Context: an optimization exercise on an open-source flow, tuned for small area. The choices shown serve that exercise and are no tape-out recipe.
RTL that was checked went through simulation tests only; none was proved equivalent to the original.
For run 2, only the layout was checked, not whether the RTL still works.

==> flow/design.v (outline; a module is shown in full before it is edited, if it fits) <==
// module mulNbit: 790 lines
// module benc: 6 lines
// module fa: 6 lines
module mulNbit(a, b, clk, cin, rst, sum, cout);
  // ...
==> flow/flow/run.sh <==
#!/bin/bash
# Standard layout (the standard.sh), with the port buffers made of the
# smallest buffer cell instead of the resizer's default choice.
set -euo pipefail
bash standard.sh BUFFER_PORTS_ARGS="-buffer_cell sky130_fd_sc_hd__buf_1" finish > standard.log 2>&1
==> flow/standard.sh <==
#!/bin/bash
# synth_recipe.tcl (not shown) runs the flow's synth.tcl, then flattens the netlist and writes it again
# the make line also repeats each setting of config.mk as NAME=value (left out here)
make -C /OpenROAD-flow-scripts/flow DESIGN_CONFIG=/design/flow/config.mk WORK_HOME=/design/flow/orfs CLKGATE_MAP_FILE= SYNTH_SCRIPT=/design/flow/synth_recipe.tcl "${@:-finish}"
==> flow/config.mk <==
export PLATFORM = sky130hd
export DESIGN_NAME = mulNbit
export DESIGN_NICKNAME = mulNbit
export VERILOG_FILES = /design/flow/design.v
export SDC_FILE = /design/flow/constraint.sdc
export NUM_CORES = 4
export LEC_CHECK = 0
export CAP_MARGIN = 0
export CORE_MARGIN = 2
export CORE_UTILIZATION = 40
export GPL_TIMING_DRIVEN = 0
export SLEW_MARGIN = 0
export SYNTH_HIERARCHICAL = 1
export SYNTH_MINIMUM_KEEP_SIZE = 0
==> flow/constraint.sdc <==
create_clock -name core_clock -period 8.5 [get_ports {clk}]
set_input_delay 1.7000 -clock core_clock [delete_from_list [all_inputs] [get_ports {clk}]]
set_output_delay 1.7000 -clock core_clock [all_outputs]
set_load 0.01 [all_outputs]
==> impl_metrics.yaml, run 1 <==
synthesis:
  synth_xor_area_share_pct: 23.2
  synthMuxAreaShare_pct: 0
  synth_simple_gate_area_share_pct: 5.90
  synthArstFlopShare_pct: 0
  syn_avg_cell_area_um2: 9.82
  synth_top_area_share_pct: 38.9
  synth_common_cells: "295 x xnor2_1, 240 x a22oi_1, 240 x fa_1, 96 x clkbuf_1, 64 x a21oi_1"
layout:
  multi_input_area_um2: 11000
  final_layout_size_suffix_gt1_share_pct: 4.38
  fin_cells: 1743
  clk_share_pct: 1.18
  num-fill-cells: 2998
  top_area_cell_class: "multi-input gates"
  top_register: "sum"
floorplanning:
  core_area_um2: 30500
  taps: 396
  dieArea_um2: 32300
run_status:
  status: "timing/DRC/antenna clean"
drt:
  vias: 10349
  dr_wl_met2_um: 19500
  drtAntennaViolNets: 0
hold_path:
  hold_path_end: "sum[0]"
sta:
  layout_min_cycle_time_ns: 8.30
global_route:
  grt.total_usage_pct: 27.0
setup_path:
  cpPeakStageDelay_ns: 0.61
  path_depth: 19
clock_network:
  clock_path_buffers: 2
==> inputs of run 2 (changes only) <==
--- a/flow/design.v
+++ b/flow/design.v
@@ -11,31 +11,46 @@
   assign neg3 = b[1];
-  benc u_enc1 (.b1(b[3]), .b0(b[2]), .bm(b[1]), .one(one4), .two(two5));
+  assign one4 = (b[2] ^ b[1]);
+  assign two5 = ((b[2] & b[1] & ~b[3]) | (~b[2] & ~b[1] & b[3]));
   assign neg6 = b[3];
-  benc u_enc2 (.b1(b[5]), .b0(b[4]), .bm(b[3]), .one(one7), .two(two8));
+  assign one7 = (b[4] ^ b[3]);
+  assign two8 = ((b[4] & b[3] & ~b[5]) | (~b[4] & ~b[3] & b[5]));
   assign neg9 = b[5];
-  benc u_enc3 (.b1(b[7]), .b0(b[6]), .bm(b[5]), .one(one10), .two(two11));
+  assign one10 = (b[6] ^ b[5]);
+  assign two11 = ((b[6] & b[5] & ~b[7]) | (~b[6] & ~b[5] & b[7]));
   assign neg12 = b[7];
-  benc u_enc4 (.b1(b[9]), .b0(b[8]), .bm(b[7]), .one(one13), .two(two14));
+  assign one13 = (b[8] ^ b[7]);
+  assign two14 = ((b[8] & b[7] & ~b[9]) | (~b[8] & ~b[7] & b[9]));
   assign neg15 = b[9];
-  benc u_enc5 (.b1(b[11]), .b0(b[10]), .bm(b[9]), .one(one16), .two(two17));
+  assign one16 = (b[10] ^ b[9]);
+  assign two17 = ((b[10] & b[9] & ~b[11]) | (~b[10] & ~b[9] & b[11]));
   assign neg18 = b[11];
-  benc u_enc6 (.b1(b[13]), .b0(b[12]), .bm(b[11]), .one(one19), .two(two20));
+  assign one19 = (b[12] ^ b[11]);
+  assign two20 = ((b[12] & b[11] & ~b[13]) | (~b[12] & ~b[11] & b[13]));
   assign neg21 = b[13];
-  benc u_enc7 (.b1(b[15]), .b0(b[14]), .bm(b[13]), .one(one22), .two(two23));
+  assign one22 = (b[14] ^ b[13]);
+  assign two23 = ((b[14] & b[13] & ~b[15]) | (~b[14] & ~b[13] & b[15]));
   assign neg24 = b[15];
-  benc u_enc8 (.b1(b[17]), .b0(b[16]), .bm(b[15]), .one(one25), .two(two26));
+  assign one25 = (b[16] ^ b[15]);
+  assign two26 = ((b[16] & b[15] & ~b[17]) | (~b[16] & ~b[15] & b[17]));
   assign neg27 = b[17];
-  benc u_enc9 (.b1(b[19]), .b0(b[18]), .bm(b[17]), .one(one28), .two(two29));
+  assign one28 = (b[18] ^ b[17]);
+  assign two29 = ((b[18] & b[17] & ~b[19]) | (~b[18] & ~b[17] & b[19]));
   assign neg30 = b[19];
-  benc u_enc10 (.b1(b[21]), .b0(b[20]), .bm(b[19]), .one(one31), .two(two32));
+  assign one31 = (b[20] ^ b[19]);
+  assign two32 = ((b[20] & b[19] & ~b[21]) | (~b[20] & ~b[19] & b[21]));
   assign neg33 = b[21];
-  benc u_enc11 (.b1(b[23]), .b0(b[22]), .bm(b[21]), .one(one34), .two(two35));
+  assign one34 = (b[22] ^ b[21]);
+  assign two35 = ((b[22] & b[21] & ~b[23]) | (~b[22] & ~b[21] & b[23]));
   assign neg36 = b[23];
-  benc u_enc12 (.b1(b[25]), .b0(b[24]), .bm(b[23]), .one(one37), .two(two38));
+  assign one37 = (b[24] ^ b[23]);
+  assign two38 = ((b[24] & b[23] & ~b[25]) | (~b[24] & ~b[23] & b[25]));
   assign neg39 = b[25];
-  benc u_enc13 (.b1(b[27]), .b0(b[26]), .bm(b[25]), .one(one40), .two(two41));
+  assign one40 = (b[26] ^ b[25]);
+  assign two41 = ((b[26] & b[25] & ~b[27]) | (~b[26] & ~b[25] & b[27]));
   assign neg42 = b[27];
-  benc u_enc14 (.b1(b[29]), .b0(b[28]), .bm(b[27]), .one(one43), .two(two44));
+  assign one43 = (b[28] ^ b[27]);
+  assign two44 = ((b[28] & b[27] & ~b[29]) | (~b[28] & ~b[27] & b[29]));
   assign neg45 = b[29];
-  benc u_enc15 (.b1(b[31]), .b0(b[30]), .bm(b[29]), .one(one46), .two(two47));
+  assign one46 = (b[30] ^ b[29]);
+  assign two47 = ((b[30] & b[29] & ~b[31]) | (~b[30] & ~b[29] & b[31]));
   assign neg48 = b[31];
@@ -348,237 +363,466 @@
   assign c355 = pc50 & pp51;
-  fa u_fa0 (.x(pp83), .y(pp52), .z(c355), .s(s356), .c(c357));
-  fa u_fa1 (.x(pp53), .y(pc84), .z(pp85), .s(s358), .c(c359));
+  assign s356 = pp83 ^ pp52 ^ c355;
+  assign c357 = (pp83 & pp52) | (pp83 & c355) | (pp52 & c355);
+  assign s358 = pp53 ^ pc84 ^ pp85;
+  assign c359 = (pp53 & pc84) | (pp53 & pp85) | (pc84 & pp85);
   assign s360 = s358 ^ c357;
   assign c361 = s358 & c357;
-  fa u_fa2 (.x(pp115), .y(pp54), .z(pp86), .s(s362), .c(c363));
-  fa u_fa3 (.x(c359), .y(s362), .z(c361), .s(s364), .c(c365));
-  fa u_fa4 (.x(pp55), .y(pp87), .z(pc116), .s(s366), .c(c367));
-  fa u_fa5 (.x(pp117), .y(c363), .z(s366), .s(s368), .c(c369));
+  assign s362 = pp115 ^ pp54 ^ pp86;
+  assign c363 = (pp115 & pp54) | (pp115 & pp86) | (pp54 & pp86);
+  assign s364 = c359 ^ s362 ^ c361;
+  assign c365 = (c359 & s362) | (c359 & c361) | (s362 & c361);
+  assign s366 = pp55 ^ pp87 ^ pc116;
+  assign c367 = (pp55 & pp87) | (pp55 & pc116) | (pp87 & pc116);
+  assign s368 = pp117 ^ c363 ^ s366;
+  assign c369 = (pp117 & c363) | (pp117 & s366) | (c363 & s366);
   assign s370 = s368 ^ c365;
   assign c371 = s368 & c365;
-  fa u_fa6 (.x(pp145), .y(pp56), .z(pp88), .s(s372), .c(c373));
-  fa u_fa7 (.x(pp118), .y(c367), .z(s372), .s(s374), .c(c375));
-  fa u_fa8 (.x(c369), .y(s374), .z(c371), .s(s376), .c(c377));
-  fa u_fa9 (.x(pp57), .y(pp89), .z(pp119), .s(s378), .c(c379));
-  fa u_fa10 (.x(pc146), .y(pp147), .z(c373), .s(s380), .c(c381));
-  fa u_fa11 (.x(s378), .y(c375), .z(s380), .s(s382), .c(c383));
+  assign s372 = pp145 ^ pp56 ^ pp88;
+  assign c373 = (pp145 & pp56) | (pp145 & pp88) | (pp56 & pp88);
+  assign s374 = pp118 ^ c367 ^ s372;
+  assign c375 = (pp118 & c367) | (pp118 & s372) | (c367 & s372);
+  assign s376 = c369 ^ s374 ^ c371;
+  assign c377 = (c369 & s374) | (c369 & c371) | (s374 & c371);
+  assign s378 = pp57 ^ pp89 ^ pp119;
+  assign c379 = (pp57 & pp89) | (pp57 & pp119) | (pp89 & pp119);
+  assign s380 = pc146 ^ pp147 ^ c373;
+  assign c381 = (pc146 & pp147) | (pc146 & c373) | (pp147 & c373);
+  assign s382 = s378 ^ c375 ^ s380;
+  assign c383 = (s378 & c375) | (s378 & s380) | (c375 & s380);
   assign s384 = s382 ^ c377;
   assign c385 = s382 & c377;
-  fa u_fa12 (.x(pp173), .y(pp58), .z(pp90), .s(s386), .c(c387));
-  fa u_fa13 (.x(pp120), .y(pp148), .z(c379), .s(s388), .c(c389));
-  fa u_fa14 (.x(s386), .y(c381), .z(s388), .s(s390), .c(c391));
-  fa u_fa15 (.x(c383), .y(s390), .z(c385), .s(s392), .c(c393));
-  fa u_fa16 (.x(pp59), .y(pp91), .z(pp121), .s(s394), .c(c395));
-  fa u_fa17 (.x(pp149), .y(pc174), .z(pp175), .s(s396), .c(c397));
-  fa u_fa18 (.x(c387), .y(s394), .z(s396), .s(s398), .c(c399));
-  fa u_fa19 (.x(c389), .y(s398), .z(c391), .s(s400), .c(c401));
-  fa u_fa20 (.x(pp199), .y(pp60), .z(pp92), .s(s402), .c(c403));
-  fa u_fa21 (.x(pp122), .y(pp150), .z(pp176), .s(s404), .c(c405));
-  fa u_fa22 (.x(c395), .y(c397), .z(s402), .s(s406), .c(c407));
-  fa u_fa23 (.x(s404), .y(c399), .z(s406), .s(s408), .c(c409));
-  fa u_fa24 (.x(pp61), .y(pp93), .z(pp123), .s(s410), .c(c411));
-  fa u_fa25 (.x(pp151), .y(pp177), .z(pc200), .s(s412), .c(c413));
-  fa u_fa26 (.x(pp201), .y(c403), .z(c405), .s(s414), .c(c415));
-  fa u_fa27 (.x(s410), .y(s412), .z(c407), .s(s416), .c(c417));
-  fa u_fa28 (.x(s414), .y(c409), .z(s416), .s(s418), .c(c419));
-  fa u_fa29 (.x(pp223), .y(pp62), .z(pp94), .s(s420), .c(c421));
-  fa u_fa30 (.x(pp124), .y(pp152), .z(pp178), .s(s422), .c(c423));
-  fa u_fa31 (.x(pp202), .y(c411), .z(c413), .s(s424), .c(c425));
-  fa u_fa32 (.x(s420), .y(s422), .z(c415), .s(s426), .c(c427));
-  fa u_fa33 (.x(s424), .y(c417), .z(s426), .s(s428), .c(c429));
-  fa u_fa34 (.x(pp63), .y(pp95), .z(pp125), .s(s430), .c(c431));
-  fa u_fa35 (.x(pp153), .y(pp179), .z(pp203), .s(s432), .c(c433));
-  fa u_fa36 (.x(pc224), .y(pp225), .z(c421), .s(s434), .c(c435));
-  fa u_fa37 (.x(c423), .y(s430), .z(s432), .s(s436), .c(c437));
-  fa u_fa38 (.x(c425), .y(s434), .z(s436), .s(s438), .c(c439));
-  fa u_fa39 (.x(c427), .y(s438), .z(c429), .s(s440), .c(c441));
-  fa u_fa40 (.x(pp245), .y(pp64), .z(pp96), .s(s442), .c(c443));
-  fa u_fa41 (.x(pp126), .y(pp154), .z(pp180), .s(s444), .c(c445));
-  fa u_fa42 (.x(pp204), .y(pp226), .z(c431), .s(s446), .c(c447));
-  fa u_fa43 (.x(c433), .y(s442), .z(s444), .s(s448), .c(c449));
-  fa u_fa44 (.x(c435), .y(c437), .z(s446), .s(s450), .c(c451));
-  fa u_fa45 (.x(s448), .y(c439), .z(s450), .s(s452), .c(c453));
-  fa u_fa46 (.x(pp65), .y(pp97), .z(pp127), .s(s454), .c(c455));
-  fa u_fa47 (.x(pp155), .y(pp181), .z(pp205), .s(s456), .c(c457));
-  fa u_fa48 (.x(pp227), .y(pc246), .z(pp247), .s(s458), .c(c459));
-  fa u_fa49 (.x(c443), .y(c445), .z(s454), .s(s460), .c(c461));
-  fa u_fa50 (.x(s456), .y(s458), .z(c447), .s(s462), .c(c463));
-  fa u_fa51 (.x(c449), .y(s460), .z(c451), .s(s464), .c(c465));
-  fa u_fa52 (.x(s462), .y(c453), .z(s464), .s(s466), .c(c467));
-  fa u_fa53 (.x(pp265), .y(pp66), .z(pp98), .s(s468), .c(c469));
-  fa u_fa54 (.x(pp128), .y(pp156), .z(pp182), .s(s470), .c(c471));
-  fa u_fa55 (.x(pp206), .y(pp228), .z(pp248), .s(s472), .c(c473));
-  fa u_fa56 (.x(c455), .y(c457), .z(c459), .s(s474), .c(c475));
-  fa u_fa57 (.x(s468), .y(s470), .z(s472), .s(s476), .c(c477));
-  fa u_fa58 (.x(c461), .y(s474), .z(s476), .s(s478), .c(c479));
-  fa u_fa59 (.x(c463), .y(s478), .z(c465), .s(s480), .c(c481));
-  fa u_fa60 (.x(pp67), .y(pp99), .z(pp129), .s(s482), .c(c483));
-  fa u_fa61 (.x(pp157), .y(pp183), .z(pp207), .s(s484), .c(c485));
-  fa u_fa62 (.x(pp229), .y(pp249), .z(pc266), .s(s486), .c(c487));
-  fa u_fa63 (.x(pp267), .y(c469), .z(c471), .s(s488), .c(c489));
-  fa u_fa64 (.x(c473), .y(s482), .z(s484), .s(s490), .c(c491));
-  fa u_fa65 (.x(s486), .y(c475), .z(c477), .s(s492), .c(c493));
-  fa u_fa66 (.x(s488), .y(s490), .z(c479), .s(s494), .c(c495));
-  fa u_fa67 (.x(s492), .y(s494), .z(c481), .s(s496), .c(c497));
-  fa u_fa68 (.x(pp283), .y(pp68), .z(pp100), .s(s498), .c(c499));
-  fa u_fa69 (.x(pp130), .y(pp158), .z(pp184), .s(s500), .c(c501));
-  fa u_fa70 (.x(pp208), .y(pp230), .z(pp250), .s(s502), .c(c503));
-  fa u_fa71 (.x(pp268), .y(c483), .z(c485), .s(s504), .c(c505));
-  fa u_fa72 (.x(c487), .y(s498), .z(s500), .s(s506), .c(c507));
-  fa u_fa73 (.x(s502), .y(c489), .z(c491), .s(s508), .c(c509));
-  fa u_fa74 (.x(s504), .y(s506), .z(c493), .s(s510), .c(c511));
-  fa u_fa75 (.x(s508), .y(c495), .z(s510), .s(s512), .c(c513));
-  fa u_fa76 (.x(pp69), .y(pp101), .z(pp131), .s(s514), .c(c515));
-  fa u_fa77 (.x(pp159), .y(pp185), .z(pp209), .s(s516), .c(c517));
-  fa u_fa78 (.x(pp231), .y(pp251), .z(pp269), .s(s518), .c(c519));
-  fa u_fa79 (.x(pc284), .y(pp285), .z(c499), .s(s520), .c(c521));
-  fa u_fa80 (.x(c501), .y(c503), .z(s514), .s(s522), .c(c523));
-  fa u_fa81 (.x(s516), .y(s518), .z(c505), .s(s524), .c(c525));
-  fa u_fa82 (.x(c507), .y(s520), .z(s522), .s(s526), .c(c527));
-  fa u_fa83 (.x(c509), .y(s524), .z(s526), .s(s528), .c(c529));
-  fa u_fa84 (.x(c511), .y(s528), .z(c513), .s(s530), .c(c531));
-  fa u_fa85 (.x(pp299), .y(pp70), .z(pp102), .s(s532), .c(c533));
-  fa u_fa86 (.x(pp132), .y(pp160), .z(pp186), .s(s534), .c(c535));
-  fa u_fa87 (.x(pp210), .y(pp232), .z(pp252), .s(s536), .c(c537));
-  fa u_fa88 (.x(pp270), .y(pp286), .z(c515), .s(s538), .c(c539));
-  fa u_fa89 (.x(c517), .y(c519), .z(s532), .s(s540), .c(c541));
-  fa u_fa90 (.x(s534), .y(s536), .z(c521), .s(s542), .c(c543));
-  fa u_fa91 (.x(c523), .y(s538), .z(s540), .s(s544), .c(c545));
-  fa u_fa92 (.x(c525), .y(s542), .z(c527), .s(s546), .c(c547));
-  fa u_fa93 (.x(s544), .y(c529), .z(s546), .s(s548), .c(c549));
-  fa u_fa94 (.x(pp71), .y(pp103), .z(pp133), .s(s550), .c(c551));
-  fa u_fa95 (.x(pp161), .y(pp187), .z(pp211), .s(s552), .c(c553));
-  fa u_fa96 (.x(pp233), .y(pp253), .z(pp271), .s(s554), .c(c555));
-  fa u_fa97 (.x(pp287), .y(pc300), .z(pp301), .s(s556), .c(c557));
-  fa u_fa98 (.x(c533), .y(c535), .z(c537), .s(s558), .c(c559));
-  fa u_fa99 (.x(s550), .y(s552), .z(s554), .s(s560), .c(c561));
-  fa u_fa100 (.x(s556), .y(c539), .z(c541), .s(s562), .c(c563));
-  fa u_fa101 (.x(s558), .y(s560), .z(c543), .s(s564), .c(c565));
-  fa u_fa102 (.x(c545), .y(s562), .z(s564), .s(s566), .c(c567));
-  fa u_fa103 (.x(c547), .y(s566), .z(c549), .s(s568), .c(c569));
-  fa u_fa104 (.x(pp313), .y(pp72), .z(pp104), .s(s570), .c(c571));
-  fa u_fa105 (.x(pp134), .y(pp162), .z(pp188), .s(s572), .c(c573));
-  fa u_fa106 (.x(pp212), .y(pp234), .z(pp254), .s(s574), .c(c575));
-  fa u_fa107 (.x(pp272), .y(pp288), .z(pp302), .s(s576), .c(c577));
-  fa u_fa108 (.x(c551), .y(c553), .z(c555), .s(s578), .c(c579));
-  fa u_fa109 (.x(c557), .y(s570), .z(s572), .s(s580), .c(c581));
-  fa u_fa110 (.x(s574), .y(s576), .z(c559), .s(s582), .c(c583));
-  fa u_fa111 (.x(c561), .y(s578), .z(s580), .s(s584), .c(c585));
-  fa u_fa112 (.x(c563), .y(s582), .z(s584), .s(s586), .c(c587));
-  fa u_fa113 (.x(c565), .y(s586), .z(c567), .s(s588), .c(c589));
-  fa u_fa114 (.x(pp73), .y(pp105), .z(pp135), .s(s590), .c(c591));
-  fa u_fa115 (.x(pp163), .y(pp189), .z(pp213), .s(s592), .c(c593));
-  fa u_fa116 (.x(pp235), .y(pp255), .z(pp273), .s(s594), .c(c595));
-  fa u_fa117 (.x(pp289), .y(pp303), .z(pc314), .s(s596), .c(c597));
-  fa u_fa118 (.x(pp315), .y(c571), .z(c573), .s(s598), .c(c599));
-  fa u_fa119 (.x(c575), .y(c577), .z(s590), .s(s600), .c(c601));
-  fa u_fa120 (.x(s592), .y(s594), .z(s596), .s(s602), .c(c603));
-  fa u_fa121 (.x(c579), .y(c581), .z(s598), .s(s604), .c(c605));
-  fa u_fa122 (.x(s600), .y(s602), .z(c583), .s(s606), .c(c607));
-  fa u_fa123 (.x(c585), .y(s604), .z(s606), .s(s608), .c(c609));
-  fa u_fa124 (.x(c587), .y(s608), .z(c589), .s(s610), .c(c611));
-  fa u_fa125 (.x(pp325), .y(pp74), .z(pp106), .s(s612), .c(c613));
-  fa u_fa126 (.x(pp136), .y(pp164), .z(pp190), .s(s614), .c(c615));
-  fa u_fa127 (.x(pp214), .y(pp236), .z(pp256), .s(s616), .c(c617));
-  fa u_fa128 (.x(pp274), .y(pp290), .z(pp304), .s(s618), .c(c619));
-  fa u_fa129 (.x(pp316), .y(c591), .z(c593), .s(s620), .c(c621));
-  fa u_fa130 (.x(c595), .y(c597), .z(s612), .s(s622), .c(c623));
-  fa u_fa131 (.x(s614), .y(s616), .z(s618), .s(s624), .c(c625));
-  fa u_fa132 (.x(c599), .y(c601), .z(c603), .s(s626), .c(c627));
-  fa u_fa133 (.x(s620), .y(s622), .z(s624), .s(s628), .c(c629));
-  fa u_fa134 (.x(c605), .y(s626), .z(s628), .s(s630), .c(c631));
-  fa u_fa135 (.x(c607), .y(s630), .z(c609), .s(s632), .c(c633));
-  fa u_fa136 (.x(pp75), .y(pp107), .z(pp137), .s(s634), .c(c635));
-  fa u_fa137 (.x(pp165), .y(pp191), .z(pp215), .s(s636), .c(c637));
-  fa u_fa138 (.x(pp237), .y(pp257), .z(pp275), .s(s638), .c(c639));
-  fa u_fa139 (.x(pp291), .y(pp305), .z(pp317), .s(s640), .c(c641));
-  fa u_fa140 (.x(pc326), .y(pp327), .z(c613), .s(s642), .c(c643));
-  fa u_fa141 (.x(c615), .y(c617), .z(c619), .s(s644), .c(c645));
-  fa u_fa142 (.x(s634), .y(s636), .z(s638), .s(s646), .c(c647));
-  fa u_fa143 (.x(s640), .y(c621), .z(c623), .s(s648), .c(c649));
-  fa u_fa144 (.x(c625), .y(s642), .z(s644), .s(s650), .c(c651));
-  fa u_fa145 (.x(s646), .y(c627), .z(c629), .s(s652), .c(c653));
-  fa u_fa146 (.x(s648), .y(s650), .z(c631), .s(s654), .c(c655));
-  fa u_fa147 (.x(s652), .y(s654), .z(c633), .s(s656), .c(c657));
-  fa u_fa148 (.x(pp335), .y(pp76), .z(pp108), .s(s658), .c(c659));
-  fa u_fa149 (.x(pp138), .y(pp166), .z(pp192), .s(s660), .c(c661));
-  fa u_fa150 (.x(pp216), .y(pp238), .z(pp258), .s(s662), .c(c663));
-  fa u_fa151 (.x(pp276), .y(pp292), .z(pp306), .s(s664), .c(c665));
-  fa u_fa152 (.x(pp318), .y(pp328), .z(c635), .s(s666), .c(c667));
-  fa u_fa153 (.x(c637), .y(c639), .z(c641), .s(s668), .c(c669));
-  fa u_fa154 (.x(s658), .y(s660), .z(s662), .s(s670), .c(c671));
-  fa u_fa155 (.x(s664), .y(c643), .z(c645), .s(s672), .c(c673));
-  fa u_fa156 (.x(c647), .y(s666), .z(s668), .s(s674), .c(c675));
-  fa u_fa157 (.x(s670), .y(c649), .z(c651), .s(s676), .c(c677));
-  fa u_fa158 (.x(s672), .y(s674), .z(c653), .s(s678), .c(c679));
-  fa u_fa159 (.x(s676), .y(c655), .z(s678), .s(s680), .c(c681));
-  fa u_fa160 (.x(pp77), .y(pp109), .z(pp139), .s(s682), .c(c683));
-  fa u_fa161 (.x(pp167), .y(pp193), .z(pp217), .s(s684), .c(c685));
-  fa u_fa162 (.x(pp239), .y(pp259), .z(pp277), .s(s686), .c(c687));
-  fa u_fa163 (.x(pp293), .y(pp307), .z(pp319), .s(s688), .c(c689));
-  fa u_fa164 (.x(pp329), .y(pc336), .z(pp337), .s(s690), .c(c691));
-  fa u_fa165 (.x(c659), .y(c661), .z(c663), .s(s692), .c(c693));
-  fa u_fa166 (.x(c665), .y(s682), .z(s684), .s(s694), .c(c695));
-  fa u_fa167 (.x(s686), .y(s688), .z(s690), .s(s696), .c(c697));
-  fa u_fa168 (.x(c667), .y(c669), .z(c671), .s(s698), .c(c699));
-  fa u_fa169 (.x(s692), .y(s694), .z(s696), .s(s700), .c(c701));
-  fa u_fa170 (.x(c673), .y(c675), .z(s698), .s(s702), .c(c703));
-  fa u_fa171 (.x(s700), .y(c677), .z(s702), .s(s704), .c(c705));
-  fa u_fa172 (.x(c679), .y(s704), .z(c681), .s(s706), .c(c707));
-  fa u_fa173 (.x(pp343), .y(pp78), .z(pp110), .s(s708), .c(c709));
-  fa u_fa174 (.x(pp140), .y(pp168), .z(pp194), .s(s710), .c(c711));
-  fa u_fa175 (.x(pp218), .y(pp240), .z(pp260), .s(s712), .c(c713));
-  fa u_fa176 (.x(pp278), .y(pp294), .z(pp308), .s(s714), .c(c715));
-  fa u_fa177 (.x(pp320), .y(pp330), .z(pp338), .s(s716), .c(c717));
-  fa u_fa178 (.x(c683), .y(c685), .z(c687), .s(s718), .c(c719));
-  fa u_fa179 (.x(c689), .y(c691), .z(s708), .s(s720), .c(c721));
-  fa u_fa180 (.x(s710), .y(s712), .z(s714), .s(s722), .c(c723));
-  fa u_fa181 (.x(s716), .y(c693), .z(c695), .s(s724), .c(c725));
-  fa u_fa182 (.x(c697), .y(s718), .z(s720), .s(s726), .c(c727));
-  fa u_fa183 (.x(s722), .y(c699), .z(c701), .s(s728), .c(c729));
-  fa u_fa184 (.x(s724), .y(s726), .z(c703), .s(s730), .c(c731));
-  fa u_fa185 (.x(s728), .y(c705), .z(s730), .s(s732), .c(c733));
-  fa u_fa186 (.x(pp79), .y(pp111), .z(pp141), .s(s734), .c(c735));
-  fa u_fa187 (.x(pp169), .y(pp195), .z(pp219), .s(s736), .c(c737));
-  fa u_fa188 (.x(pp241), .y(pp261), .z(pp279), .s(s738), .c(c739));
-  fa u_fa189 (.x(pp295), .y(pp309), .z(pp321), .s(s740), .c(c741));
-  fa u_fa190 (.x(pp331), .y(pp339), .z(pc344), .s(s742), .c(c743));
-  fa u_fa191 (.x(pp345), .y(c709), .z(c711), .s(s744), .c(c745));
-  fa u_fa192 (.x(c713), .y(c715), .z(c717), .s(s746), .c(c747));
-  fa u_fa193 (.x(s734), .y(s736), .z(s738), .s(s748), .c(c749));
-  fa u_fa194 (.x(s740), .y(s742), .z(c719), .s(s750), .c(c751));
-  fa u_fa195 (.x(c721), .y(c723), .z(s744), .s(s752), .c(c753));
-  fa u_fa196 (.x(s746), .y(s748), .z(c725), .s(s754), .c(c755));
-  fa u_fa197 (.x(s750), .y(c727), .z(s752), .s(s756), .c(c757));
-  fa u_fa198 (.x(c729), .y(s754), .z(s756), .s(s758), .c(c759));
-  fa u_fa199 (.x(c731), .y(s758), .z(c733), .s(s760), .c(c761));
-  fa u_fa200 (.x(pp349), .y(pp80), .z(pp112), .s(s762), .c(c763));
-  fa u_fa201 (.x(pp142), .y(pp170), .z(pp196), .s(s764), .c(c765));
-  fa u_fa202 (.x(pp220), .y(pp242), .z(pp262), .s(s766), .c(c767));
-  fa u_fa203 (.x(pp280), .y(pp296), .z(pp310), .s(s768), .c(c769));
-  fa u_fa204 (.x(pp322), .y(pp332), .z(pp340), .s(s770), .c(c771));
-  fa u_fa205 (.x(pp346), .y(c735), .z(c737), .s(s772), .c(c773));
-  fa u_fa206 (.x(c739), .y(c741), .z(c743), .s(s774), .c(c775));
-  fa u_fa207 (.x(s762), .y(s764), .z(s766), .s(s776), .c(c777));
-  fa u_fa208 (.x(s768), .y(s770), .z(c745), .s(s778), .c(c779));
-  fa u_fa209 (.x(c747), .y(c749), .z(s772), .s(s780), .c(c781));
-  fa u_fa210 (.x(s774), .y(s776), .z(c751), .s(s782), .c(c783));
-  fa u_fa211 (.x(c753), .y(s778), .z(s780), .s(s784), .c(c785));
-  fa u_fa212 (.x(c755), .y(s782), .z(c757), .s(s786), .c(c787));
-  fa u_fa213 (.x(s784), .y(c759), .z(s786), .s(s788), .c(c789));
-  fa u_fa214 (.x(pp81), .y(pp113), .z(pp143), .s(s790), .c(c791));
-  fa u_fa215 (.x(pp171), .y(pp197), .z(pp221), .s(s792), .c(c793));
-  fa u_fa216 (.x(pp243), .y(pp263), .z(pp281), .s(s794), .c(c795));
-  fa u_fa217 (.x(pp297), .y(pp311), .z(pp323), .s(s796), .c(c797));
-  fa u_fa218 (.x(pp333), .y(pp341), .z(pp347), .s(s798), .c(c799));
-  fa u_fa219 (.x(pc350), .y(pp351), .z(c763), .s(s800), .c(c801));
-  fa u_fa220 (.x(c765), .y(c767), .z(c769), .s(s802), .c(c803));
-  fa u_fa221 (.x(c771), .y(s790), .z(s792), .s(s804), .c(c805));
-  fa u_fa222 (.x(s794), .y(s796), .z(s798), .s(s806), .c(c807));
-  fa u_fa223 (.x(c773), .y(c775), .z(c777), .s(s808), .c(c809));
-  fa u_fa224 (.x(s800), .y(s802), .z(s804), .s(s810), .c(c811));
-  fa u_fa225 (.x(s806), .y(c779), .z(c781), .s(s812), .c(c813));
-  fa u_fa226 (.x(s808), .y(s810), .z(c783), .s(s814), .c(c815));
-  fa u_fa227 (.x(c785), .y(s812), .z(s814), .s(s816), .c(c817));
-  fa u_fa228 (.x(c787), .y(s816), .z(c789), .s(s818), .c(c819));
+  assign s386 = pp173 ^ pp58 ^ pp90;
+  assign c387 = (pp173 & pp58) | (pp173 & pp90) | (pp58 & pp90);
+  assign s388 = pp120 ^ pp148 ^ c379;
+  assign c389 = (pp120 & pp148) | (pp120 & c379) | (pp148 & c379);
+  assign s390 = s386 ^ c381 ^ s388;
+  assign c391 = (s386 & c381) | (s386 & s388) | (c381 & s388);
+  assign s392 = c383 ^ s390 ^ c385;
+  assign c393 = (c383 & s390) | (c383 & c385) | (s390 & c385);
+  assign s394 = pp59 ^ pp91 ^ pp121;
+  assign c395 = (pp59 & pp91) | (pp59 & pp121) | (pp91 & pp121);
+  assign s396 = pp149 ^ pc174 ^ pp175;
+  assign c397 = (pp149 & pc174) | (pp149 & pp175) | (pc174 & pp175);
+  assign s398 = c387 ^ s394 ^ s396;
+  assign c399 = (c387 & s394) | (c387 & s396) | (s394 & s396);
+  assign s400 = c389 ^ s398 ^ c391;
+  assign c401 = (c389 & s398) | (c389 & c391) | (s398 & c391);
+  assign s402 = pp199 ^ pp60 ^ pp92;
+  assign c403 = (pp199 & pp60) | (pp199 & pp92) | (pp60 & pp92);
+  assign s404 = pp122 ^ pp150 ^ pp176;
+  assign c405 = (pp122 & pp150) | (pp122 & pp176) | (pp150 & pp176);
+  assign s406 = c395 ^ c397 ^ s402;
+  assign c407 = (c395 & c397) | (c395 & s402) | (c397 & s402);
+  assign s408 = s404 ^ c399 ^ s406;
+  assign c409 = (s404 & c399) | (s404 & s406) | (c399 & s406);
+  assign s410 = pp61 ^ pp93 ^ pp123;
+  assign c411 = (pp61 & pp93) | (pp61 & pp123) | (pp93 & pp123);
+  assign s412 = pp151 ^ pp177 ^ pc200;
+  assign c413 = (pp151 & pp177) | (pp151 & pc200) | (pp177 & pc200);
+  assign s414 = pp201 ^ c403 ^ c405;
+  assign c415 = (pp201 & c403) | (pp201 & c405) | (c403 & c405);
+  assign s416 = s410 ^ s412 ^ c407;
+  assign c417 = (s410 & s412) | (s410 & c407) | (s412 & c407);
+  assign s418 = s414 ^ c409 ^ s416;
+  assign c419 = (s414 & c409) | (s414 & s416) | (c409 & s416);
+  assign s420 = pp223 ^ pp62 ^ pp94;
+  assign c421 = (pp223 & pp62) | (pp223 & pp94) | (pp62 & pp94);
+  assign s422 = pp124 ^ pp152 ^ pp178;
+  assign c423 = (pp124 & pp152) | (pp124 & pp178) | (pp152 & pp178);
+  assign s424 = pp202 ^ c411 ^ c413;
+  assign c425 = (pp202 & c411) | (pp202 & c413) | (c411 & c413);
+  assign s426 = s420 ^ s422 ^ c415;
+  assign c427 = (s420 & s422) | (s420 & c415) | (s422 & c415);
+  assign s428 = s424 ^ c417 ^ s426;
+  assign c429 = (s424 & c417) | (s424 & s426) | (c417 & s426);
+  assign s430 = pp63 ^ pp95 ^ pp125;
+  assign c431 = (pp63 & pp95) | (pp63 & pp125) | (pp95 & pp125);
+  assign s432 = pp153 ^ pp179 ^ pp203;
+  assign c433 = (pp153 & pp179) | (pp153 & pp203) | (pp179 & pp203);
+  assign s434 = pc224 ^ pp225 ^ c421;
+  assign c435 = (pc224 & pp225) | (pc224 & c421) | (pp225 & c421);
+  assign s436 = c423 ^ s430 ^ s432;
+  assign c437 = (c423 & s430) | (c423 & s432) | (s430 & s432);
+  assign s438 = c425 ^ s434 ^ s436;
+  assign c439 = (c425 & s434) | (c425 & s436) | (s434 & s436);
+  assign s440 = c427 ^ s438 ^ c429;
+  assign c441 = (c427 & s438) | (c427 & c429) | (s438 & c429);
+  assign s442 = pp245 ^ pp64 ^ pp96;
+  assign c443 = (pp245 & pp64) | (pp245 & pp96) | (pp64 & pp96);
+  assign s444 = pp126 ^ pp154 ^ pp180;
+  assign c445 = (pp126 & pp154) | (pp126 & pp180) | (pp154 & pp180);
+  assign s446 = pp204 ^ pp226 ^ c431;
+  assign c447 = (pp204 & pp226) | (pp204 & c431) | (pp226 & c431);
+  assign s448 = c433 ^ s442 ^ s444;
+  assign c449 = (c433 & s442) | (c433 & s444) | (s442 & s444);
+  assign s450 = c435 ^ c437 ^ s446;
+  assign c451 = (c435 & c437) | (c435 & s446) | (c437 & s446);
+  assign s452 = s448 ^ c439 ^ s450;
+  assign c453 = (s448 & c439) | (s448 & s450) | (c439 & s450);
+  assign s454 = pp65 ^ pp97 ^ pp127;
+  assign c455 = (pp65 & pp97) | (pp65 & pp127) | (pp97 & pp127);
+  assign s456 = pp155 ^ pp181 ^ pp205;
+  assign c457 = (pp155 & pp181) | (pp155 & pp205) | (pp181 & pp205);
+  assign s458 = pp227 ^ pc246 ^ pp247;
+  assign c459 = (pp227 & pc246) | (pp227 & pp247) | (pc246 & pp247);
+  assign s460 = c443 ^ c445 ^ s454;
+  assign c461 = (c443 & c445) | (c443 & s454) | (c445 & s454);
+  assign s462 = s456 ^ s458 ^ c447;
+  assign c463 = (s456 & s458) | (s456 & c447) | (s458 & c447);
+  assign s464 = c449 ^ s460 ^ c451;
+  assign c465 = (c449 & s460) | (c449 & c451) | (s460 & c451);
+  assign s466 = s462 ^ c453 ^ s464;
+  assign c467 = (s462 & c453) | (s462 & s464) | (c453 & s464);
+  assign s468 = pp265 ^ pp66 ^ pp98;
+  assign c469 = (pp265 & pp66) | (pp265 & pp98) | (pp66 & pp98);
+  assign s470 = pp128 ^ pp156 ^ pp182;
+  assign c471 = (pp128 & pp156) | (pp128 & pp182) | (pp156 & pp182);
+  assign s472 = pp206 ^ pp228 ^ pp248;
+  assign c473 = (pp206 & pp228) | (pp206 & pp248) | (pp228 & pp248);
+  assign s474 = c455 ^ c457 ^ c459;
+  assign c475 = (c455 & c457) | (c455 & c459) | (c457 & c459);
+  assign s476 = s468 ^ s470 ^ s472;
+  assign c477 = (s468 & s470) | (s468 & s472) | (s470 & s472);
+  assign s478 = c461 ^ s474 ^ s476;
+  assign c479 = (c461 & s474) | (c461 & s476) | (s474 & s476);
+  assign s480 = c463 ^ s478 ^ c465;
+  assign c481 = (c463 & s478) | (c463 & c465) | (s478 & c465);
+  assign s482 = pp67 ^ pp99 ^ pp129;
+  assign c483 = (pp67 & pp99) | (pp67 & pp129) | (pp99 & pp129);
+  assign s484 = pp157 ^ pp183 ^ pp207;
+  assign c485 = (pp157 & pp183) | (pp157 & pp207) | (pp183 & pp207);
+  assign s486 = pp229 ^ pp249 ^ pc266;
+  assign c487 = (pp229 & pp249) | (pp229 & pc266) | (pp249 & pc266);
+  assign s488 = pp267 ^ c469 ^ c471;
+  assign c489 = (pp267 & c469) | (pp267 & c471) | (c469 & c471);
+  assign s490 = c473 ^ s482 ^ s484;
+  assign c491 = (c473 & s482) | (c473 & s484) | (s482 & s484);
+  assign s492 = s486 ^ c475 ^ c477;
+  assign c493 = (s486 & c475) | (s486 & c477) | (c475 & c477);
+  assign s494 = s488 ^ s490 ^ c479;
+  assign c495 = (s488 & s490) | (s488 & c479) | (s490 & c479);
+  assign s496 = s492 ^ s494 ^ c481;
+  assign c497 = (s492 & s494) | (s492 & c481) | (s494 & c481);
+  assign s498 = pp283 ^ pp68 ^ pp100;
+  assign c499 = (pp283 & pp68) | (pp283 & pp100) | (pp68 & pp100);
+  assign s500 = pp130 ^ pp158 ^ pp184;
+  assign c501 = (pp130 & pp158) | (pp130 & pp184) | (pp158 & pp184);
+  assign s502 = pp208 ^ pp230 ^ pp250;
+  assign c503 = (pp208 & pp230) | (pp208 & pp250) | (pp230 & pp250);
+  assign s504 = pp268 ^ c483 ^ c485;
+  assign c505 = (pp268 & c483) | (pp268 & c485) | (c483 & c485);
+  assign s506 = c487 ^ s498 ^ s500;
+  assign c507 = (c487 & s498) | (c487 & s500) | (s498 & s500);
+  assign s508 = s502 ^ c489 ^ c491;
+  assign c509 = (s502 & c489) | (s502 & c491) | (c489 & c491);
+  assign s510 = s504 ^ s506 ^ c493;
+  assign c511 = (s504 & s506) | (s504 & c493) | (s506 & c493);
+  assign s512 = s508 ^ c495 ^ s510;
+  assign c513 = (s508 & c495) | (s508 & s510) | (c495 & s510);
+  assign s514 = pp69 ^ pp101 ^ pp131;
+  assign c515 = (pp69 & pp101) | (pp69 & pp131) | (pp101 & pp131);
+  assign s516 = pp159 ^ pp185 ^ pp209;
+  assign c517 = (pp159 & pp185) | (pp159 & pp209) | (pp185 & pp209);
+  assign s518 = pp231 ^ pp251 ^ pp269;
+  assign c519 = (pp231 & pp251) | (pp231 & pp269) | (pp251 & pp269);
+  assign s520 = pc284 ^ pp285 ^ c499;
+  assign c521 = (pc284 & pp285) | (pc284 & c499) | (pp285 & c499);
+  assign s522 = c501 ^ c503 ^ s514;
+  assign c523 = (c501 & c503) | (c501 & s514) | (c503 & s514);
+  assign s524 = s516 ^ s518 ^ c505;
+  assign c525 = (s516 & s518) | (s516 & c505) | (s518 & c505);
+  assign s526 = c507 ^ s520 ^ s522;
+  assign c527 = (c507 & s520) | (c507 & s522) | (s520 & s522);
+  assign s528 = c509 ^ s524 ^ s526;
+  assign c529 = (c509 & s524) | (c509 & s526) | (s524 & s526);
+  assign s530 = c511 ^ s528 ^ c513;
+  assign c531 = (c511 & s528) | (c511 & c513) | (s528 & c513);
+  assign s532 = pp299 ^ pp70 ^ pp102;
+  assign c533 = (pp299 & pp70) | (pp299 & pp102) | (pp70 & pp102);
+  assign s534 = pp132 ^ pp160 ^ pp186;
+  assign c535 = (pp132 & pp160) | (pp132 & pp186) | (pp160 & pp186);
+  assign s536 = pp210 ^ pp232 ^ pp252;
+  assign c537 = (pp210 & pp232) | (pp210 & pp252) | (pp232 & pp252);
+  assign s538 = pp270 ^ pp286 ^ c515;
+  assign c539 = (pp270 & pp286) | (pp270 & c515) | (pp286 & c515);
+  assign s540 = c517 ^ c519 ^ s532;
+  assign c541 = (c517 & c519) | (c517 & s532) | (c519 & s532);
+  assign s542 = s534 ^ s536 ^ c521;
+  assign c543 = (s534 & s536) | (s534 & c521) | (s536 & c521);
+  assign s544 = c523 ^ s538 ^ s540;
+  assign c545 = (c523 & s538) | (c523 & s540) | (s538 & s540);
+  assign s546 = c525 ^ s542 ^ c527;
+  assign c547 = (c525 & s542) | (c525 & c527) | (s542 & c527);
+  assign s548 = s544 ^ c529 ^ s546;
+  assign c549 = (s544 & c529) | (s544 & s546) | (c529 & s546);
+  assign s550 = pp71 ^ pp103 ^ pp133;
+  assign c551 = (pp71 & pp103) | (pp71 & pp133) | (pp103 & pp133);
+  assign s552 = pp161 ^ pp187 ^ pp211;
+  assign c553 = (pp161 & pp187) | (pp161 & pp211) | (pp187 & pp211);
+  assign s554 = pp233 ^ pp253 ^ pp271;
+  assign c555 = (pp233 & pp253) | (pp233 & pp271) | (pp253 & pp271);
+  assign s556 = pp287 ^ pc300 ^ pp301;
+  assign c557 = (pp287 & pc300) | (pp287 & pp301) | (pc300 & pp301);
+  assign s558 = c533 ^ c535 ^ c537;
+  assign c559 = (c533 & c535) | (c533 & c537) | (c535 & c537);
+  assign s560 = s550 ^ s552 ^ s554;
+  assign c561 = (s550 & s552) | (s550 & s554) | (s552 & s554);
+  assign s562 = s556 ^ c539 ^ c541;
+  assign c563 = (s556 & c539) | (s556 & c541) | (c539 & c541);
+  assign s564 = s558 ^ s560 ^ c543;
+  assign c565 = (s558 & s560) | (s558 & c543) | (s560 & c543);
+  assign s566 = c545 ^ s562 ^ s564;
+  assign c567 = (c545 & s562) | (c545 & s564) | (s562 & s564);
+  assign s568 = c547 ^ s566 ^ c549;
+  assign c569 = (c547 & s566) | (c547 & c549) | (s566 & c549);
+  assign s570 = pp313 ^ pp72 ^ pp104;
+  assign c571 = (pp313 & pp72) | (pp313 & pp104) | (pp72 & pp104);
+  assign s572 = pp134 ^ pp162 ^ pp188;
+  assign c573 = (pp134 & pp162) | (pp134 & pp188) | (pp162 & pp188);
+  assign s574 = pp212 ^ pp234 ^ pp254;
+  assign c575 = (pp212 & pp234) | (pp212 & pp254) | (pp234 & pp254);
+  assign s576 = pp272 ^ pp288 ^ pp302;
+  assign c577 = (pp272 & pp288) | (pp272 & pp302) | (pp288 & pp302);
+  assign s578 = c551 ^ c553 ^ c555;
+  assign c579 = (c551 & c553) | (c551 & c555) | (c553 & c555);
+  assign s580 = c557 ^ s570 ^ s572;
+  assign c581 = (c557 & s570) | (c557 & s572) | (s570 & s572);
+  assign s582 = s574 ^ s576 ^ c559;
+  assign c583 = (s574 & s576) | (s574 & c559) | (s576 & c559);
+  assign s584 = c561 ^ s578 ^ s580;
+  assign c585 = (c561 & s578) | (c561 & s580) | (s578 & s580);
+  assign s586 = c563 ^ s582 ^ s584;
+  assign c587 = (c563 & s582) | (c563 & s584) | (s582 & s584);
+  assign s588 = c565 ^ s586 ^ c567;
+  assign c589 = (c565 & s586) | (c565 & c567) | (s586 & c567);
+  assign s590 = pp73 ^ pp105 ^ pp135;
+  assign c591 = (pp73 & pp105) | (pp73 & pp135) | (pp105 & pp135);
+  assign s592 = pp163 ^ pp189 ^ pp213;
+  assign c593 = (pp163 & pp189) | (pp163 & pp213) | (pp189 & pp213);
+  assign s594 = pp235 ^ pp255 ^ pp273;
+  assign c595 = (pp235 & pp255) | (pp235 & pp273) | (pp255 & pp273);
+  assign s596 = pp289 ^ pp303 ^ pc314;
+  assign c597 = (pp289 & pp303) | (pp289 & pc314) | (pp303 & pc314);
+  assign s598 = pp315 ^ c571 ^ c573;
+  assign c599 = (pp315 & c571) | (pp315 & c573) | (c571 & c573);
+  assign s600 = c575 ^ c577 ^ s590;
+  assign c601 = (c575 & c577) | (c575 & s590) | (c577 & s590);
+  assign s602 = s592 ^ s594 ^ s596;
+  assign c603 = (s592 & s594) | (s592 & s596) | (s594 & s596);
+  assign s604 = c579 ^ c581 ^ s598;
+  assign c605 = (c579 & c581) | (c579 & s598) | (c581 & s598);
+  assign s606 = s600 ^ s602 ^ c583;
+  assign c607 = (s600 & s602) | (s600 & c583) | (s602 & c583);
+  assign s608 = c585 ^ s604 ^ s606;
+  assign c609 = (c585 & s604) | (c585 & s606) | (s604 & s606);
+  assign s610 = c587 ^ s608 ^ c589;
+  assign c611 = (c587 & s608) | (c587 & c589) | (s608 & c589);
+  assign s612 = pp325 ^ pp74 ^ pp106;
+  assign c613 = (pp325 & pp74) | (pp325 & pp106) | (pp74 & pp106);
+  assign s614 = pp136 ^ pp164 ^ pp190;
+  assign c615 = (pp136 & pp164) | (pp136 & pp190) | (pp164 & pp190);
+  assign s616 = pp214 ^ pp236 ^ pp256;
+  assign c617 = (pp214 & pp236) | (pp214 & pp256) | (pp236 & pp256);
+  assign s618 = pp274 ^ pp290 ^ pp304;
+  assign c619 = (pp274 & pp290) | (pp274 & pp304) | (pp290 & pp304);
+  assign s620 = pp316 ^ c591 ^ c593;
+  assign c621 = (pp316 & c591) | (pp316 & c593) | (c591 & c593);
+  assign s622 = c595 ^ c597 ^ s612;
+  assign c623 = (c595 & c597) | (c595 & s612) | (c597 & s612);
+  assign s624 = s614 ^ s616 ^ s618;
+  assign c625 = (s614 & s616) | (s614 & s618) | (s616 & s618);
+  assign s626 = c599 ^ c601 ^ c603;
+  assign c627 = (c599 & c601) | (c599 & c603) | (c601 & c603);
+  assign s628 = s620 ^ s622 ^ s624;
+  assign c629 = (s620 & s622) | (s620 & s624) | (s622 & s624);
+  assign s630 = c605 ^ s626 ^ s628;
+  assign c631 = (c605 & s626) | (c605 & s628) | (s626 & s628);
+  assign s632 = c607 ^ s630 ^ c609;
+  assign c633 = (c607 & s630) | (c607 & c609) | (s630 & c609);
+  assign s634 = pp75 ^ pp107 ^ pp137;
+  assign c635 = (pp75 & pp107) | (pp75 & pp137) | (pp107 & pp137);
+  assign s636 = pp165 ^ pp191 ^ pp215;
+  assign c637 = (pp165 & pp191) | (pp165 & pp215) | (pp191 & pp215);
+  assign s638 = pp237 ^ pp257 ^ pp275;
+  assign c639 = (pp237 & pp257) | (pp237 & pp275) | (pp257 & pp275);
+  assign s640 = pp291 ^ pp305 ^ pp317;
+  assign c641 = (pp291 & pp305) | (pp291 & pp317) | (pp305 & pp317);
+  assign s642 = pc326 ^ pp327 ^ c613;
+  assign c643 = (pc326 & pp327) | (pc326 & c613) | (pp327 & c613);
+  assign s644 = c615 ^ c617 ^ c619;
+  assign c645 = (c615 & c617) | (c615 & c619) | (c617 & c619);
+  assign s646 = s634 ^ s636 ^ s638;
+  assign c647 = (s634 & s636) | (s634 & s638) | (s636 & s638);
+  assign s648 = s640 ^ c621 ^ c623;
+  assign c649 = (s640 & c621) | (s640 & c623) | (c621 & c623);
+  assign s650 = c625 ^ s642 ^ s644;
+  assign c651 = (c625 & s642) | (c625 & s644) | (s642 & s644);
+  assign s652 = s646 ^ c627 ^ c629;
+  assign c653 = (s646 & c627) | (s646 & c629) | (c627 & c629);
+  assign s654 = s648 ^ s650 ^ c631;
+  assign c655 = (s648 & s650) | (s648 & c631) | (s650 & c631);
+  assign s656 = s652 ^ s654 ^ c633;
+  assign c657 = (s652 & s654) | (s652 & c633) | (s654 & c633);
+  assign s658 = pp335 ^ pp76 ^ pp108;
+  assign c659 = (pp335 & pp76) | (pp335 & pp108) | (pp76 & pp108);
+  assign s660 = pp138 ^ pp166 ^ pp192;
+  assign c661 = (pp138 & pp166) | (pp138 & pp192) | (pp166 & pp192);
+  assign s662 = pp216 ^ pp238 ^ pp258;
+  assign c663 = (pp216 & pp238) | (pp216 & pp258) | (pp238 & pp258);
+  assign s664 = pp276 ^ pp292 ^ pp306;
+  assign c665 = (pp276 & pp292) | (pp276 & pp306) | (pp292 & pp306);
+  assign s666 = pp318 ^ pp328 ^ c635;
+  assign c667 = (pp318 & pp328) | (pp318 & c635) | (pp328 & c635);
+  assign s668 = c637 ^ c639 ^ c641;
+  assign c669 = (c637 & c639) | (c637 & c641) | (c639 & c641);
+  assign s670 = s658 ^ s660 ^ s662;
+  assign c671 = (s658 & s660) | (s658 & s662) | (s660 & s662);
+  assign s672 = s664 ^ c643 ^ c645;
+  assign c673 = (s664 & c643) | (s664 & c645) | (c643 & c645);
+  assign s674 = c647 ^ s666 ^ s668;
+  assign c675 = (c647 & s666) | (c647 & s668) | (s666 & s668);
+  assign s676 = s670 ^ c649 ^ c651;
+  assign c677 = (s670 & c649) | (s670 & c651) | (c649 & c651);
+  assign s678 = s672 ^ s674 ^ c653;
+  assign c679 = (s672 & s674) | (s672 & c653) | (s674 & c653);
+  assign s680 = s676 ^ c655 ^ s678;
+  assign c681 = (s676 & c655) | (s676 & s678) | (c655 & s678);
+  assign s682 = pp77 ^ pp109 ^ pp139;
+  assign c683 = (pp77 & pp109) | (pp77 & pp139) | (pp109 & pp139);
+  assign s684 = pp167 ^ pp193 ^ pp217;
+  assign c685 = (pp167 & pp193) | (pp167 & pp217) | (pp193 & pp217);
+  assign s686 = pp239 ^ pp259 ^ pp277;
+  assign c687 = (pp239 & pp259) | (pp239 & pp277) | (pp259 & pp277);
+  assign s688 = pp293 ^ pp307 ^ pp319;
+  assign c689 = (pp293 & pp307) | (pp293 & pp319) | (pp307 & pp319);
+  assign s690 = pp329 ^ pc336 ^ pp337;
+  assign c691 = (pp329 & pc336) | (pp329 & pp337) | (pc336 & pp337);
+  assign s692 = c659 ^ c661 ^ c663;
+  assign c693 = (c659 & c661) | (c659 & c663) | (c661 & c663);
+  assign s694 = c665 ^ s682 ^ s684;
+  assign c695 = (c665 & s682) | (c665 & s684) | (s682 & s684);
+  assign s696 = s686 ^ s688 ^ s690;
+  assign c697 = (s686 & s688) | (s686 & s690) | (s688 & s690);
+  assign s698 = c667 ^ c669 ^ c671;
+  assign c699 = (c667 & c669) | (c667 & c671) | (c669 & c671);
+  assign s700 = s692 ^ s694 ^ s696;
+  assign c701 = (s692 & s694) | (s692 & s696) | (s694 & s696);
+  assign s702 = c673 ^ c675 ^ s698;
+  assign c703 = (c673 & c675) | (c673 & s698) | (c675 & s698);
+  assign s704 = s700 ^ c677 ^ s702;
+  assign c705 = (s700 & c677) | (s700 & s702) | (c677 & s702);
+  assign s706 = c679 ^ s704 ^ c681;
+  assign c707 = (c679 & s704) | (c679 & c681) | (s704 & c681);
+  assign s708 = pp343 ^ pp78 ^ pp110;
+  assign c709 = (pp343 & pp78) | (pp343 & pp110) | (pp78 & pp110);
+  assign s710 = pp140 ^ pp168 ^ pp194;
+  assign c711 = (pp140 & pp168) | (pp140 & pp194) | (pp168 & pp194);
+  assign s712 = pp218 ^ pp240 ^ pp260;
+  assign c713 = (pp218 & pp240) | (pp218 & pp260) | (pp240 & pp260);
+  assign s714 = pp278 ^ pp294 ^ pp308;
+  assign c715 = (pp278 & pp294) | (pp278 & pp308) | (pp294 & pp308);
+  assign s716 = pp320 ^ pp330 ^ pp338;
+  assign c717 = (pp320 & pp330) | (pp320 & pp338) | (pp330 & pp338);
+  assign s718 = c683 ^ c685 ^ c687;
+  assign c719 = (c683 & c685) | (c683 & c687) | (c685 & c687);
+  assign s720 = c689 ^ c691 ^ s708;
+  assign c721 = (c689 & c691) | (c689 & s708) | (c691 & s708);
+  assign s722 = s710 ^ s712 ^ s714;
+  assign c723 = (s710 & s712) | (s710 & s714) | (s712 & s714);
+  assign s724 = s716 ^ c693 ^ c695;
+  assign c725 = (s716 & c693) | (s716 & c695) | (c693 & c695);
+  assign s726 = c697 ^ s718 ^ s720;
+  assign c727 = (c697 & s718) | (c697 & s720) | (s718 & s720);
+  assign s728 = s722 ^ c699 ^ c701;
+  assign c729 = (s722 & c699) | (s722 & c701) | (c699 & c701);
+  assign s730 = s724 ^ s726 ^ c703;
+  assign c731 = (s724 & s726) | (s724 & c703) | (s726 & c703);
+  assign s732 = s728 ^ c705 ^ s730;
+  assign c733 = (s728 & c705) | (s728 & s730) | (c705 & s730);
+  assign s734 = pp79 ^ pp111 ^ pp141;
+  assign c735 = (pp79 & pp111) | (pp79 & pp141) | (pp111 & pp141);
+  assign s736 = pp169 ^ pp195 ^ pp219;
+  assign c737 = (pp169 & pp195) | (pp169 & pp219) | (pp195 & pp219);
+  assign s738 = pp241 ^ pp261 ^ pp279;
+  assign c739 = (pp241 & pp261) | (pp241 & pp279) | (pp261 & pp279);
+  assign s740 = pp295 ^ pp309 ^ pp321;
+  assign c741 = (pp295 & pp309) | (pp295 & pp321) | (pp309 & pp321);
+  assign s742 = pp331 ^ pp339 ^ pc344;
+  assign c743 = (pp331 & pp339) | (pp331 & pc344) | (pp339 & pc344);
+  assign s744 = pp345 ^ c709 ^ c711;
+  assign c745 = (pp345 & c709) | (pp345 & c711) | (c709 & c711);
+  assign s746 = c713 ^ c715 ^ c717;
+  assign c747 = (c713 & c715) | (c713 & c717) | (c715 & c717);
+  assign s748 = s734 ^ s736 ^ s738;
+  assign c749 = (s734 & s736) | (s734 & s738) | (s736 & s738);
+  assign s750 = s740 ^ s742 ^ c719;
+  assign c751 = (s740 & s742) | (s740 & c719) | (s742 & c719);
+  assign s752 = c721 ^ c723 ^ s744;
+  assign c753 = (c721 & c723) | (c721 & s744) | (c723 & s744);
+  assign s754 = s746 ^ s748 ^ c725;
+  assign c755 = (s746 & s748) | (s746 & c725) | (s748 & c725);
+  assign s756 = s750 ^ c727 ^ s752;
+  assign c757 = (s750 & c727) | (s750 & s752) | (c727 & s752);
+  assign s758 = c729 ^ s754 ^ s756;
+  assign c759 = (c729 & s754) | (c729 & s756) | (s754 & s756);
+  assign s760 = c731 ^ s758 ^ c733;
+  assign c761 = (c731 & s758) | (c731 & c733) | (s758 & c733);
+  assign s762 = pp349 ^ pp80 ^ pp112;
+  assign c763 = (pp349 & pp80) | (pp349 & pp112) | (pp80 & pp112);
+  assign s764 = pp142 ^ pp170 ^ pp196;
+  assign c765 = (pp142 & pp170) | (pp142 & pp196) | (pp170 & pp196);
+  assign s766 = pp220 ^ pp242 ^ pp262;
+  assign c767 = (pp220 & pp242) | (pp220 & pp262) | (pp242 & pp262);
+  assign s768 = pp280 ^ pp296 ^ pp310;
+  assign c769 = (pp280 & pp296) | (pp280 & pp310) | (pp296 & pp310);
+  assign s770 = pp322 ^ pp332 ^ pp340;
+  assign c771 = (pp322 & pp332) | (pp322 & pp340) | (pp332 & pp340);
+  assign s772 = pp346 ^ c735 ^ c737;
+  assign c773 = (pp346 & c735) | (pp346 & c737) | (c735 & c737);
+  assign s774 = c739 ^ c741 ^ c743;
+  assign c775 = (c739 & c741) | (c739 & c743) | (c741 & c743);
+  assign s776 = s762 ^ s764 ^ s766;
+  assign c777 = (s762 & s764) | (s762 & s766) | (s764 & s766);
+  assign s778 = s768 ^ s770 ^ c745;
+  assign c779 = (s768 & s770) | (s768 & c745) | (s770 & c745);
+  assign s780 = c747 ^ c749 ^ s772;
+  assign c781 = (c747 & c749) | (c747 & s772) | (c749 & s772);
+  assign s782 = s774 ^ s776 ^ c751;
+  assign c783 = (s774 & s776) | (s774 & c751) | (s776 & c751);
+  assign s784 = c753 ^ s778 ^ s780;
+  assign c785 = (c753 & s778) | (c753 & s780) | (s778 & s780);
+  assign s786 = c755 ^ s782 ^ c757;
+  assign c787 = (c755 & s782) | (c755 & c757) | (s782 & c757);
+  assign s788 = s784 ^ c759 ^ s786;
+  assign c789 = (s784 & c759) | (s784 & s786) | (c759 & s786);
+  assign s790 = pp81 ^ pp113 ^ pp143;
+  assign c791 = (pp81 & pp113) | (pp81 & pp143) | (pp113 & pp143);
+  assign s792 = pp171 ^ pp197 ^ pp221;
+  assign c793 = (pp171 & pp197) | (pp171 & pp221) | (pp197 & pp221);
+  assign s794 = pp243 ^ pp263 ^ pp281;
+  assign c795 = (pp243 & pp263) | (pp243 & pp281) | (pp263 & pp281);
+  assign s796 = pp297 ^ pp311 ^ pp323;
+  assign c797 = (pp297 & pp311) | (pp297 & pp323) | (pp311 & pp323);
+  assign s798 = pp333 ^ pp341 ^ pp347;
+  assign c799 = (pp333 & pp341) | (pp333 & pp347) | (pp341 & pp347);
+  assign s800 = pc350 ^ pp351 ^ c763;
+  assign c801 = (pc350 & pp351) | (pc350 & c763) | (pp351 & c763);
+  assign s802 = c765 ^ c767 ^ c769;
+  assign c803 = (c765 & c767) | (c765 & c769) | (c767 & c769);
+  assign s804 = c771 ^ s790 ^ s792;
+  assign c805 = (c771 & s790) | (c771 & s792) | (s790 & s792);
+  assign s806 = s794 ^ s796 ^ s798;
+  assign c807 = (s794 & s796) | (s794 & s798) | (s796 & s798);
+  assign s808 = c773 ^ c775 ^ c777;
+  assign c809 = (c773 & c775) | (c773 & c777) | (c775 & c777);
+  assign s810 = s800 ^ s802 ^ s804;
+  assign c811 = (s800 & s802) | (s800 & s804) | (s802 & s804);
+  assign s812 = s806 ^ c779 ^ c781;
+  assign c813 = (s806 & c779) | (s806 & c781) | (c779 & c781);
+  assign s814 = s808 ^ s810 ^ c783;
+  assign c815 = (s808 & s810) | (s808 & c783) | (s810 & c783);
+  assign s816 = c785 ^ s812 ^ s814;
+  assign c817 = (c785 & s812) | (c785 & s814) | (s812 & s814);
+  assign s818 = c787 ^ s816 ^ c789;
+  assign c819 = (c787 & s816) | (c787 & c789) | (s816 & c789);
   assign x820 = pp353 ^ pp82;
@@ -790,13 +1034 @@
 endmodule
-module benc(b1, b0, bm, one, two);
-	input b1, b0, bm;
-	output one, two;
-	assign one = b0 ^ bm;
-	assign two = (b1 ^ b0) & ~(b0 ^ bm);
-endmodule
-module fa(x, y, z, s, c);
-	input x, y, z;
-	output s, c;
-	assign s = x ^ y ^ z;
-	assign c = (x & y) | (x & z) | (y & z);
-endmodule
==> flow/run.sh (new file) <==
#!/bin/bash
# synth_recipe.tcl (not shown) runs the flow's synth.tcl, then flattens the netlist and writes it again
# the make line also repeats each setting of config.mk as NAME=value (left out here)
make -C /OpenROAD-flow-scripts/flow DESIGN_CONFIG=/design/flow/config.mk WORK_HOME=/design/flow/orfs CLKGATE_MAP_FILE= SYNTH_SCRIPT=/design/flow/synth_recipe.tcl finish
==> flow/config.mk (replaced) <==
export PLATFORM = sky130hd
export DESIGN_NAME = mulNbit
export DESIGN_NICKNAME = mulNbit
export VERILOG_FILES = /design/flow/design.v
export SDC_FILE = /design/flow/constraint.sdc
export NUM_CORES = 4
export LEC_CHECK = 0
export CAP_MARGIN = 20
export CORE_MARGIN = 2
export CORE_UTILIZATION = 40
export SLEW_MARGIN = 20
removed: flow/flow/run.sh
removed: flow/standard.sh
==> impl_metrics.yaml, run 2 <==
run_status:
  status: "timing/DRC/antenna clean"
sta:
  slew_headroom_pct: 46.8
  final_hold_viol_count: 0
  finalCritPeriodShare_pct: 95.1
  rsz0062_at_grt: "false"
  setup_viol: 0
  worst_pin_slew_ns: 0.791
  fmax_mhz: 124
  layout_min_cycle_time_ns: 8.08
  slew_viol_final: 0
  fin_ws_ns: 0.418
synthesis:
  ys.flop_type: "dfxtp_1"
  yosysTopAreaCell: "fa_1"
  synth_cells: 1444
  synth-edff-count: 0
  ys_types: 46
  synthMostInstantiatedCell: "xnor2_1"
  seq_area_frac_synth_pct: 4.98
  ys_ff_latch: 33
  netlist_top_cells_area: "fa_1 36%, xnor2_1 17%, a22oi_1 13%"
  synth_nets: 1797
  syn_avg_cell_area_um2: 9.20
  synthArstFlopShare_pct: 0
  ys.warnings.count: 1
  syn_area_um2: 13300
  synth_common_cells: "254 x xnor2_1, 240 x fa_1, 227 x a22oi_1, 219 x inv_1, 108 x clkbuf_1"
  synth_top_area_share_pct: 36.2
setup_path:
  crit_start: "b[5]"
  crit_type: "input pin to flip-flop"
  cpPeakStageDelay_ns: 0.61
  crit_required_ns: 8.70
  cp_max_fo: 8
  critPathSlowestCell: "clkdlybuf4s50_1"
  endpoint_kind: "flip-flop"
  path_cells: "clkdlybuf4s50_1 > inv_2 > ha_1 > mux2_2 > a22oi_1 > xnor2_1 > fa_1 > inv_1 > fa_1 > fa_1 > inv_1 > fa_1 > fa_1 > fa_1 > fa_1 > xor2_1 > xnor2_1 > xnor2_1 > xnor2_1 > xnor2_1 > xnor3_1 > or4_1 > and3_1"
  crit_top_cell: "fa_1"
  crit_end: "cout"
  startpoint_type: "input pin"
  worstPathArrival_ns: 8.28
floorplanning:
  core_area_um2: 32600
  rows: 66
  fp.dieW_um: 186
  die_h_um: 186
  start_util_pct: 40.7
  dieArea_um2: 34700
  ios: 100
layout:
  layout_commonest_cell: "xnor2_1"
  top_regs: "sum x32, cout x1"
  fin_nets: 1872
  final_layout_size_suffix_gt1_share_pct: 10.3
  largest_reg_flops: 32
  top_register: "sum"
  final_cell_area_um2: 15400
  syn_to_final_growth_pct: 15.9
  fin_util_pct: 47.2
  final_cell_mix: "254 x xnor2_1, 240 x fa_1, 227 x a22oi_1, 219 x inv_1, 108 x buf_4"
  num_antenna_cells: 0
clock_network:
  clock_sinks: 33
  cts-root-buf: "clkbuf_16"
  numCtsBuffers: 5
  clk_pin_slew_ns: 0.06
  clock_path_buffers: 2
  htree_num_levels: 2
  cts_tree: "done"
drt:
  drtAntennaViolNets: 0
  via_per_inst: 5.40
  vias: 10602
  wl_per_cell_um: 21.0
  drt_wl_total_um: 41300
  dr.pass1.iters: 7
  dr.first_iter.drc_count: 991
  remaining_drc_errors: 0
global_route:
  grt_pass1_wl_um: 64400
  grt_pass1_vias: 10816
  grt_overflow: 0
  antenna_found_initial: 0
  grt_max_degree: 42
  grt.total_usage_pct: 24.9
flow_run:
  max-cap-violations: 0
placed_design:
  io_buffers: 98
  hpwl_um: 33300
  routabilityCongestion: 0.902
  pre_cts_slack_ns: -0.162
  post_dp_cell_area_um2: 15200
hold_path:
  min_path_type: "input pin to flip-flop"
## run 2: cell types whose count changed in the layout (fill, tap and decap cells not counted), sizes merged, moves of 14 or more
cell	previous run	this run
a21oi	64	34
nand3b	15	0
clkdlybuf4s50	0	95
clkbuf	104	7
ha	16	46
nor3	0	14
xnor2	295	255
inv	40	226
nand2	9	27
## run 2: critical path: cells and delay by family
family / cells / cell delay (ns)
fa+ha+maj: 8 / 3.37
compound gates: 1 / 0.19
xor+xnor: 7 / 1.25
simple gates: 2 / 0.60
buf+inv: 4 / 0.80
mux: 1 / 0.35
## run 2: final cells by class
type	count	area [µm²]
fill	3125	17200
tap	442	553
multi-input combinational	1033	11200
timing repair buffer	217	2000
clock buffer	7	153
clock inverter	1	5.00
inverter	229	860
sequential	33	661
## run 2: metrics by stage
stage / TNS [ns] / hold slack (ns) / instances
4_1_cts: 0 / 2.03 / 1962
5_1_grt: 0 / 2.08 / 1962
2_1_floorplan: 0 / 1.83 / 1444
3_5_place_dp: -0.266 / 2.36 / 1954
3_3_place_gp: -0.188 / 2.35 / 1954
6_report: 0 / 2.04 / 1962
## run 2: cell families (layout without fill, tap and decap cells)
| kind of cell | count (synthesis) | count (layout) | share of synthesized area [%] |
|---|---|---|---|
| adder cells (fa/ha/maj) | 286 | 286 | 40.5 |
| AND/OR/NAND/NOR | 110 | 110 | 4.40 |
| XOR/XNOR | 295 | 295 | 19.6 |
| buffers and inverters | 378 | 454 | 11.0 |
| multiplexers | 15 | 15 | 1.37 |
| AO/OA/AOI/OAI | 327 | 327 | 18.1 |
| flip-flops | 33 | 33 | 4.98 |
## run 2: worst min-delay path by stage
| stage | slack [ns] | depth (start not counted) | end | from |
|---|---|---|---|---|
| 2_1_floorplan | 1.83 | 1 | sum[10] | rst |
| 3_3_place_gp | 2.35 | 2 | sum[0] | b[0] |
| 3_5_place_dp | 2.36 | 2 | sum[0] | b[0] |
| 4_1_cts | 2.03 | 2 | sum[0] | b[0] |
| 5_1_grt | 2.08 | 2 | sum[0] | b[0] |
| 6_report | 2.04 | 2 | sum[0] | b[0] |
## run 2: metal layers
| layer | routed length [µm] | part of all wire [%] | global-route usage (%) | vias to the layer above |
|---|---|---|---|---|
| met5 | 0 | 0 | 0 | - |
| met4 | 1090 | 2.6 | 7.24 | 0 |
| met3 | 2760 | 6.7 | 3.12 | 52 |
| met2 | 19700 | 48 | 41.4 | 433 |
| met1 | 17700 | 43 | 34.1 | 5296 |
| li1 | - | - | - | 4821 |
## run 2: repair_timing
| item | in CTS | in global routing |
|---|---|---|
| endpoints found under the setup margin | 0 | 4 |
| resized for setup | 0 | 3 |
| hold buffers | 0 | 0 |
| buffers inserted | 0 | 0 |

-- what the ideal ports hide --
The results above use ideal ports. As a check the final layouts listed here were re-extracted and re-timed, cells and wires unchanged. Step 1, drivers: a clkbuf_16 drives clk and a buf_2 each remaining input, both assumed. Step 2 moves the port delays by t, midway between the first and last clock arrival at a register: inputs arrive t later, outputs are due t later. That takes back most of the time a late clock gives input paths. Slacks: no drivers / after step 1 / after step 2; pairs: no drivers / after step 1.
| run | t (ns) | setup WS [ns] | slew at the worst register clock pin (ns) |
|---|---|---|---|
| run 1 | 0.339 | 0.199 / 0.220 / -0.119 | 0.06 / 0.06 |
| run 2 | 0.346 | 0.418 / 0.439 / 0.094 | 0.06 / 0.06 |
With both steps, setup timing fails in run 1, where it was met with ideal ports. For run 2, which loses most, drivers alone change the setup slack by +0.021 ns; drivers and shift together by -0.324 ns.
